Background: an optimization exercise with open tools, aiming at small area. Do not read the settings as production practice. The RTL was checked by simulation tests, not by an equivalence proof against the original design. No activity file was given, so power comes from the tool's default toggle rates.

==> inputs of run a <==
==> flow/design.v <==
module dp_memory(clk,rst,valid,we,re,r_addr,w_data,w_addr,r_data,ready);
  parameter DATA_SIZE=32;
  parameter ADDR_WIDTH=4;
  input clk,rst,valid,we,re;
  input[DATA_SIZE-1:0]w_data;
  input[ADDR_WIDTH-1:0]w_addr,r_addr;
  output reg [DATA_SIZE-1:0]r_data;
  output reg ready;
  integer i;
  reg[DATA_SIZE-1:0]mem[2**ADDR_WIDTH-1:0];
  always@(posedge clk)
        begin
          if(!rst)
             begin
               for(i=0;i<2**ADDR_WIDTH;i=i+1)
               mem[i]<=0;
             end
		  else
            begin
             if(valid) 
               begin
                 ready<=1;
                 if(we==1 && re==0)
                   begin
                     mem[w_addr]<=w_data;
                   end
                 else if(we==0 && re==1)
                   begin
                     r_data<=mem[r_addr];
                   end
                 else if(we==1 && re==1)
                   begin
                     mem[w_addr]<=w_data;
                     r_data<=mem[r_addr];
                   end
                 else
                   begin
                     for(i=0;i<2**ADDR_WIDTH;i=i+1)
                      mem[i]<=0;
                   end
               end
             else
               begin
                 ready<=0;
               end
            end
        end
endmodule
==> flow/run.sh <==
#!/bin/bash
# synth_recipe.tcl (not shown) runs the flow's synth.tcl, then flattens the netlist and writes it again
# the make line also repeats each setting of config.mk as NAME=value (left out here)
make -C /OpenROAD-flow-scripts/flow DESIGN_CONFIG=/design/flow/config.mk WORK_HOME=/design/flow/orfs CLKGATE_MAP_FILE= SYNTH_SCRIPT=/design/flow/synth_recipe.tcl finish
==> flow/config.mk <==
export PLATFORM = sky130hd
export DESIGN_NAME = dp_memory
export DESIGN_NICKNAME = dp_memory
export VERILOG_FILES = /design/flow/design.v
export SDC_FILE = /design/flow/constraint.sdc
export NUM_CORES = 4
export LEC_CHECK = 0
export CAP_MARGIN = 20
export CORE_MARGIN = 2
export CORE_UTILIZATION = 40
export SLEW_MARGIN = 20
==> flow/constraint.sdc <==
create_clock -name core_clock -period 5.0 [get_ports {clk}]
set_input_delay 1.0000 -clock core_clock [delete_from_list [all_inputs] [get_ports {clk}]]
set_output_delay 1.0000 -clock core_clock [all_outputs]
set_load 0.01 [all_outputs]
==> run b: changes against run a <==
==> flow/design.v, changed modules only <==
module dp_memory(clk,rst,valid,we,re,r_addr,w_data,w_addr,r_data,ready);
  parameter DATA_SIZE=32;
  parameter ADDR_WIDTH=4;
  localparam DEPTH=2**ADDR_WIDTH;
  input clk,rst,valid,we,re;
  input[DATA_SIZE-1:0]w_data;
  input[ADDR_WIDTH-1:0]w_addr,r_addr;
  output reg [DATA_SIZE-1:0]r_data;
  output reg ready;
  wire clr = ~rst | (valid & ~we & ~re);
  wire wr  = rst & valid & we;
  wire rd  = rst & valid & re;
  reg  [DATA_SIZE*DEPTH-1:0] mem;
  wire [DATA_SIZE*DEPTH-1:0] mem_d;
  wire [DEPTH-1:0] wen, hold;
  wire [DEPTH-1:0] sel;
  genvar i, j;
  generate
    for (i = 0; i < DEPTH; i = i + 1) begin : g_word
      assign wen[i]  = wr & (w_addr == i);
      assign hold[i] = ~(clr | wen[i]);
      assign sel[i]  = rd & (r_addr == i);
      for (j = 0; j < DATA_SIZE; j = j + 1) begin : g_bit
        dpm_a22o u_d (.a1(wen[i]), .a2(w_data[j]), .b1(hold[i]), .b2(mem[i*DATA_SIZE+j]),
                      .y(mem_d[i*DATA_SIZE+j]));
      end
    end
  endgenerate
  always @(posedge clk)
    mem <= mem_d;
  wire rhold = ~rd;
  wire [DATA_SIZE-1:0] r_d;
  generate
    for (j = 0; j < DATA_SIZE; j = j + 1) begin : g_rbit
      wire [4:0] n;   
      for (i = 0; i < 5; i = i + 1) begin : g_grp
        dpm_a222oi u_g (.a1(sel[3*i]),   .a2(mem[(3*i)*DATA_SIZE+j]),
                        .b1(sel[3*i+1]), .b2(mem[(3*i+1)*DATA_SIZE+j]),
                        .c1(sel[3*i+2]), .c2(mem[(3*i+2)*DATA_SIZE+j]),
                        .y(n[i]));
      end
      dpm_fin u_f (.n0(n[0]), .n1(n[1]), .n2(n[2]), .n3(n[3]), .n4(n[4]),
                   .a1(sel[15]), .a2(mem[15*DATA_SIZE+j]), .b1(rhold), .b2(r_data[j]), .y(r_d[j]));
    end
  endgenerate
  always @(posedge clk) begin
    r_data <= r_d;
    if (rst) ready <= valid;
  end
endmodule
module dpm_a22o(a1, a2, b1, b2, y);
  input a1, a2, b1, b2;
  output y;
  assign y = (a1 & a2) | (b1 & b2);
endmodule
module dpm_a22oi(a1, a2, b1, b2, y);
  input a1, a2, b1, b2;
  output y;
  assign y = ~((a1 & a2) | (b1 & b2));
endmodule
module dpm_a222oi(a1, a2, b1, b2, c1, c2, y);
  input a1, a2, b1, b2, c1, c2;
  output y;
  assign y = ~((a1 & a2) | (b1 & b2) | (c1 & c2));
endmodule
module dpm_nand4(a, b, c, d, y);
  input a, b, c, d;
  output y;
  assign y = ~(a & b & c & d);
endmodule
module dpm_nand3b(a_n, b, c, y);
  input a_n, b, c;
  output y;
  assign y = ~(~a_n & b & c);
endmodule
module dpm_fin(n0, n1, n2, n3, n4, a1, a2, b1, b2, y);
  input n0, n1, n2, n3, n4, a1, a2, b1, b2;
  output y;
  assign y = ~(n0 & n1 & n2 & n3 & n4) | (a1 & a2) | (b1 & b2);
endmodule
CTS_BUF_LIST = sky130_fd_sc_hd__clkbuf_4   (was unset)
SYNTH_HIERARCHICAL = 1   (was unset)
SYNTH_MINIMUM_KEEP_SIZE = 0   (was unset)
==> run c: changes against run a <==
==> flow/design.v, changed modules only <==
module dp_memory(clk,rst,valid,we,re,r_addr,w_data,w_addr,r_data,ready);
  parameter DATA_SIZE=32;
  parameter ADDR_WIDTH=4;
  localparam DEPTH=2**ADDR_WIDTH;
  input clk,rst,valid,we,re;
  input[DATA_SIZE-1:0]w_data;
  input[ADDR_WIDTH-1:0]w_addr,r_addr;
  output reg [DATA_SIZE-1:0]r_data;
  output reg ready;
  wire nclr = rst & ~(valid & ~we & ~re);
  wire wr   = rst & valid & we;
  wire rd   = rst & valid & re;
  wire [3:0] wlo, whi, rlo, rhi;
  genvar i, j;
  generate
    for (i = 0; i < 4; i = i + 1) begin : g_pre
      assign wlo[i] = wr & (w_addr[1:0] == i);
      assign whi[i] = (w_addr[3:2] == i);
      assign rlo[i] = rd & (r_addr[1:0] == i);
      assign rhi[i] = (r_addr[3:2] == i);
    end
  endgenerate
  reg  [DATA_SIZE*DEPTH-1:0] mem;
  wire [DATA_SIZE*DEPTH-1:0] mem_d;
  wire [DEPTH-1:0] wen_n, wen, hold;
  wire [DEPTH-1:0] sel;
  generate
    for (i = 0; i < DEPTH; i = i + 1) begin : g_word
      wire hold_n, sel_n;
      dpm_nand2 u_wn (.a(wlo[i%4]), .b(whi[i/4]), .y(wen_n[i]));
      dpm_inv   u_w  (.a(wen_n[i]), .y(wen[i]));
      dpm_nand2 u_hn (.a(nclr), .b(wen_n[i]), .y(hold_n));
      dpm_inv   u_h  (.a(hold_n), .y(hold[i]));
      dpm_nand2 u_sn (.a(rlo[i%4]), .b(rhi[i/4]), .y(sel_n));
      dpm_inv   u_s  (.a(sel_n), .y(sel[i]));
      for (j = 0; j < DATA_SIZE; j = j + 1) begin : g_bit
        dpm_a22o u_d (.a1(wen[i]), .a2(w_data[j]), .b1(hold[i]), .b2(mem[i*DATA_SIZE+j]),
                      .y(mem_d[i*DATA_SIZE+j]));
      end
    end
  endgenerate
  always @(posedge clk)
    mem <= mem_d;
  wire rhold;
  dpm_inv u_rh (.a(rd), .y(rhold));
  wire [DATA_SIZE-1:0] r_d;
  generate
    for (j = 0; j < DATA_SIZE; j = j + 1) begin : g_rbit
      wire [4:0] n;   
      wire v, w;
      for (i = 0; i < 5; i = i + 1) begin : g_grp
        dpm_a222oi u_g (.a1(sel[3*i]),   .a2(mem[(3*i)*DATA_SIZE+j]),
                        .b1(sel[3*i+1]), .b2(mem[(3*i+1)*DATA_SIZE+j]),
                        .c1(sel[3*i+2]), .c2(mem[(3*i+2)*DATA_SIZE+j]),
                        .y(n[i]));
      end
      dpm_nand2  u_v (.a(n[3]), .b(n[4]), .y(v));
      dpm_a221oi u_w (.a1(sel[15]), .a2(mem[15*DATA_SIZE+j]), .b1(rhold), .b2(r_data[j]),
                      .c1(v), .y(w));
      dpm_nand4  u_o (.a(n[0]), .b(n[1]), .c(n[2]), .d(w), .y(r_d[j]));
    end
  endgenerate
  always @(posedge clk) begin
    r_data <= r_d;
    if (rst) ready <= valid;
  end
endmodule
module dpm_inv(a, y);
  input a;
  output y;
  assign y = ~a;
endmodule
module dpm_nand2(a, b, y);
  input a, b;
  output y;
  assign y = ~(a & b);
endmodule
module dpm_nand4(a, b, c, d, y);
  input a, b, c, d;
  output y;
  assign y = ~(a & b & c & d);
endmodule
module dpm_a22o(a1, a2, b1, b2, y);
  input a1, a2, b1, b2;
  output y;
  assign y = (a1 & a2) | (b1 & b2);
endmodule
module dpm_a221oi(a1, a2, b1, b2, c1, y);
  input a1, a2, b1, b2, c1;
  output y;
  assign y = ~((a1 & a2) | (b1 & b2) | c1);
endmodule
module dpm_a222oi(a1, a2, b1, b2, c1, c2, y);
  input a1, a2, b1, b2, c1, c2;
  output y;
  assign y = ~((a1 & a2) | (b1 & b2) | (c1 & c2));
endmodule
==> flow/flow/run.sh (new file) <==
#!/bin/bash
# Standard synthesis unchanged; then every combinational cell is set to its
# smallest drive strength, and the standard layout steps run with small port
# buffers and a clock tree of small buffers without dummy loads.
set -o pipefail
HERE=$(pwd)
bash standard.sh synth > synth_standard.log 2>&1 || exit 1
RES=$HERE/orfs/results/$FLOW_PLATFORM/dp_memory/base
ODB_FILE=$RES/1_synth.odb openroad -no_init -exit flow/downsize.tcl > downsize.log 2>&1 || exit 1
touch $RES/1_synth.sdc
export REMOVE_ABC_BUFFERS=1
export BUFFER_PORTS_ARGS="-buffer_cell sky130_fd_sc_hd__buf_1"
export CTS_ARGS="-sink_clustering_enable -repair_clock_nets -dont_use_dummy_load -buf_list sky130_fd_sc_hd__clkbuf_4 -sink_clustering_size 10 -sink_clustering_max_diameter 60"
bash standard.sh finish > layout.log 2>&1
==> flow/flow/downsize.tcl (new file) <==
# Give every combinational cell of the synthesized netlist the smallest
# drive strength of its function; the layout's repair steps upsize or
# buffer wherever a net needs more drive.
set odb $::env(ODB_FILE)
read_db $odb
set db [ord::get_db]
array set best {}
foreach lib [$db getLibs] {
  foreach m [$lib getMasters] {
    set n [$m getName]
    if {![regexp {^(sky130_fd_sc_hd__[a-z0-9]+)_([0-9]+)$} $n -> fn sz]} { continue }
    set a [expr {[$m getWidth] * [$m getHeight]}]
    if {![info exists best($fn)] || $a < [lindex $best($fn) 1] || ($a == [lindex $best($fn) 1] && $sz > [lindex $best($fn) 2])} {
      set best($fn) [list $m $a $sz]
    }
  }
}
set dont_use {sky130_fd_sc_hd__probe_p sky130_fd_sc_hd__probec_p sky130_fd_sc_hd__lpflow_bleeder}
set n 0
foreach inst [[$db getChip] getBlock] { }
foreach inst [[[$db getChip] getBlock] getInsts] {
  set m [$inst getMaster]
  set name [$m getName]
  if {![regexp {^(sky130_fd_sc_hd__[a-z0-9]+)_([0-9]+)$} $name -> fn sz]} { continue }
  # registers keep their cells
  if {[regexp {__(df|edf|sdf|sedf|dl)} $fn]} { continue }
  if {![info exists best($fn)]} { continue }
  set bm [lindex $best($fn) 0]
  if {[$bm getName] eq $name} { continue }
  if {[lindex $best($fn) 1] > [expr {[$m getWidth] * [$m getHeight]}]} { continue }
  if {[$inst swapMaster $bm]} {
    puts "downsize [$inst getName] $name -> [$bm getName]"
    incr n
  }
}
puts "downsized $n cells"
write_db $odb
==> flow/standard.sh (new file) <==
#!/bin/bash
# synth_recipe.tcl (not shown) runs the flow's synth.tcl, then flattens the netlist and writes it again
# the make line also repeats each setting of config.mk as NAME=value (left out here)
make -C /OpenROAD-flow-scripts/flow DESIGN_CONFIG=/design/flow/config.mk WORK_HOME=/design/flow/orfs CLKGATE_MAP_FILE= SYNTH_SCRIPT=/design/flow/synth_recipe.tcl "${@:-finish}"
CAP_MARGIN = 10   (was 20)
CORE_UTILIZATION = 60   (was 40)
GPL_TIMING_DRIVEN = 0   (was unset)
SLEW_MARGIN = 10   (was 20)
SYNTH_HIERARCHICAL = 1   (was unset)
SYNTH_MINIMUM_KEEP_SIZE = 0   (was unset)
removed: flow/run.sh
==> run summary <==
Maximum number of pins on one net before global-route repair: run a 77; run c 33; run b 34
Share of total power in the clock network: run a 38.9%; run c 28.7%; run b 44.3%
Total of fill cells in the finished design: run a 4,945; run c 2,409; run b 4,062
Status: run a timing/DRC/antenna clean; run c timing/DRC/antenna clean; run b timing/DRC/antenna clean
Net switching power: run a 2.30 mW; run c 1.62 mW; run b 2.09 mW
Post-detailed-route via-to-cell ratio: run a 5.59; run c 7.67; run b 6.50
Internal power contribution: run a 7.93 mW; run c 4.96 mW; run b 6.43 mW
Global-route wire length before repair: run a 91.3 mm; run c 87.2 mm; run b 94.6 mm
Proportion of synthesized chip area in sequential cells: run a 71.2%; run c -; run b 59.9%
Share of the final layout cell area in sequential cells: run a 61.5%; run c 56.5%; run b 49.3%
Total wire length: run a 61.7 mm; run c 59.3 mm; run b 62.1 mm
Most common cell after layout, fill and taps aside: run a sky130_fd_sc_hd__edfxtp_1; run c sky130_fd_sc_hd__dfxtp_1; run b -
Final core occ: run a 47.0%; run c 65.2%; run b 49.0%
Reported clock group power: run a 3.97 mW; run c 1.89 mW; run b 3.77 mW

port drivers added, routing unchanged:
In the flow no input, the clock included, has a driving cell. The finished layouts below were timed again as built, in two steps. Step 1 assumes that a clkbuf_16 drives the clock port and a buf_2 every other input. Step 2, shift: input delay + t, output delay - t, t = (earliest + latest rising clock arrival at the registers) / 2. This alone moves slack from input paths to output paths. Three values: ideal, step 1, step 2; two values: the first two.
run	t, ns	setup slack, ns	worst setup path at the end	cell pins on the clock port's net
run a	0.650	1.748 / 1.771 / 1.121	input to register	1
run b	0.861	1.948 / 1.971 / 1.110	input to register	1
run c	0.799	2.346 / 2.373 / 1.574	input to register	1
After both steps every run listed still meets setup and hold. For run b, which loses most, drivers alone change the setup slack by +0.023 ns; drivers and shift together by -0.838 ns.
